What follows belongs to an exercise in optimizing a design on an open flow for small area, a short achievable clock period and few clock cycles per item; a production flow would make more cautious choices. Function was checked by simulation only, so behaviour that the tests miss may differ from the original. Power is estimated from default activity; no workload was simulated.

fjord:
==> flow/design.v (excerpt) <==
module boron_dec (
    input  clk, rst, start, input [63:0] plain_text, input [79:0] master_key,
    output reg done, output [63:0] cipher_text
);
For scale: roughly 1300 cells after synthesis, ~150 flip-flops, ~210 I/O pins, about 11000 um^2 of cells after synthesis.
==> flow/config.mk <==
export PLATFORM = sky130hd
export DESIGN_NAME = boron_dec
export DESIGN_NICKNAME = boron_dec
export VERILOG_FILES = /design/flow/design.v
export SDC_FILE = /design/flow/constraint.sdc
export NUM_CORES = 4
export LEC_CHECK = 0
export CAP_MARGIN = 20
export CORE_MARGIN = 2
export CORE_UTILIZATION = 40
export PLACE_DENSITY = 0.75
export SETUP_SLACK_MARGIN = 2.5
export SLEW_MARGIN = 20
==> flow/constraint.sdc <==
create_clock -name core_clock -period 5.0 [get_ports {clk}]
set_input_delay 1.0000 -clock core_clock [delete_from_list [all_inputs] [get_ports {clk}]]
set_output_delay 1.0000 -clock core_clock [all_outputs]
set_load 0.01 [all_outputs]
standard.sh (not shown) runs the stock make flow with config.mk's settings and CLKGATE_MAP_FILE= SYNTH_SCRIPT=/design/flow/synth_recipe.tcl, a recipe that flattens the netlist after the stock synthesis.
==> flow/flow/run.sh <==
#!/bin/bash
set -euo pipefail
export BUFFER_PORTS_ARGS="-buffer_cell sky130_fd_sc_hd__buf_1"
export CTS_ARGS="-sink_clustering_enable -repair_clock_nets -sink_clustering_size 40 -sink_clustering_max_diameter 400 -root_buf sky130_fd_sc_hd__clkbuf_16 -buf_list {sky130_fd_sc_hd__clkbuf_16} -dont_use_dummy_load"
bash standard.sh > standard.log 2>&1
Testbench counts of fjord, summed over its fixed seeds: cycles 10,760, items 384.
--- input diff fjord..raven ---
==> flow/flow/run.sh <==
#!/bin/bash
set -euo pipefail
export BUFFER_PORTS_ARGS="-buffer_cell sky130_fd_sc_hd__buf_1"
export CTS_ARGS="-sink_clustering_enable -repair_clock_nets -buf_list {sky130_fd_sc_hd__clkbuf_4 sky130_fd_sc_hd__clkbuf_8} -dont_use_dummy_load"
bash standard.sh > standard.log 2>&1
diff --git a/flow/config.mk b/flow/config.mk
--- a/flow/config.mk
+++ b/flow/config.mk
@@ -12 +12 @@
-export SETUP_SLACK_MARGIN = 2.5
+export SETUP_SLACK_MARGIN = 2.7
Findings:
Utilization: raven higher than fjord
Of raven and fjord, the higher longest individual stage delay on the worst path belongs to fjord.
Taking fjord as the reference, in raven number of filler cells placed in the layout dropped 240; switching power increased by 9.0% relative to the old numbers; final area grew by 1600 um^2; count of non-CTS buffers in the layout went up by 53%.
Beginning of the critical path: k[60]$_DFF_P_ -> fjord, k[45]$_DFF_P_ -> raven
Input-level comparison between ember and raven:
diff --git a/flow/config.mk b/flow/config.mk
--- a/flow/config.mk
+++ b/flow/config.mk
@@ -11,2 +11,2 @@
-export PLACE_DENSITY = 0.75
-export SETUP_SLACK_MARGIN = 2.7
+export PLACE_DENSITY = 0.85
+export SETUP_SLACK_MARGIN = 2.5
More vias were needed by raven than by ember. Going from raven to ember, final area fell by 11%; CTS H-tree depth about even. In the tables for ember and raven, data arrival time of the critical path reads higher with raven. | total power consumption of the routed design | higher: raven |. Sort ember and raven by setup slack asc -> top: ember. Register-to-register path setup slack for ember: 0.10 ns down relative to raven. The multi-input gate share of total cell area of ember is higher than that of raven.
What delta does differently from ember at the input level:
diff --git a/flow/config.mk b/flow/config.mk
--- a/flow/config.mk
+++ b/flow/config.mk
@@ -11 +11 @@
-export PLACE_DENSITY = 0.85
+export PLACE_DENSITY = 0.75
Findings:
- [compare] base=ember new=delta: met2 usage in global routing fell by 1.1 points, post-route cell area fell by 0.85%, setup slack rose by 0.022 ns.
- delta reports a lower relative max-transition margin than ember does.
- The start point of the critical path comes out k[24]$_DFF_P_ in one run and k[34]$_DFF_P_ in the other, namely in delta and ember respectively.

[static timing again, ports no longer ideal]
The flow's constraints put no driver on any port. The routed layouts listed below were extracted and timed again, unchanged, in two steps. Step 1 sets driving cells, clkbuf_16 on the clock port and buf_2 on the other inputs (assumed; they add their load-dependent delay and slew). Step 2 times the ports against the registers' clock, not the clock port: input delays grow and output delays shrink by t, the midpoint of the rising clock arrivals with the driver on. a / b / c = no drivers / after step 1 / after step 2; a / b = the first two.
| run | shift t [ns] | setup WS [ns] | worst setup path after step 2 | clock arrival spread, ns | worst register clock-pin slew, ns |
|---|---|---|---|---|---|
| fjord | 0.471 | 2.437 / 2.390 / 2.580 | register to register | 0.018 / 0.019 | 0.07 / 0.07 |
| raven | 0.498 | 2.658 / 2.645 / 2.658 | register to register | 0.031 / 0.032 | 0.09 / 0.09 |
| ember | 0.495 | 2.488 / 2.450 / 2.561 | register to register | 0.031 / 0.030 | 0.09 / 0.09 |
| delta | 0.502 | 2.510 / 2.464 / 2.565 | register to register | 0.027 / 0.027 | 0.09 / 0.09 |
After both steps setup and hold are still met in every run listed.
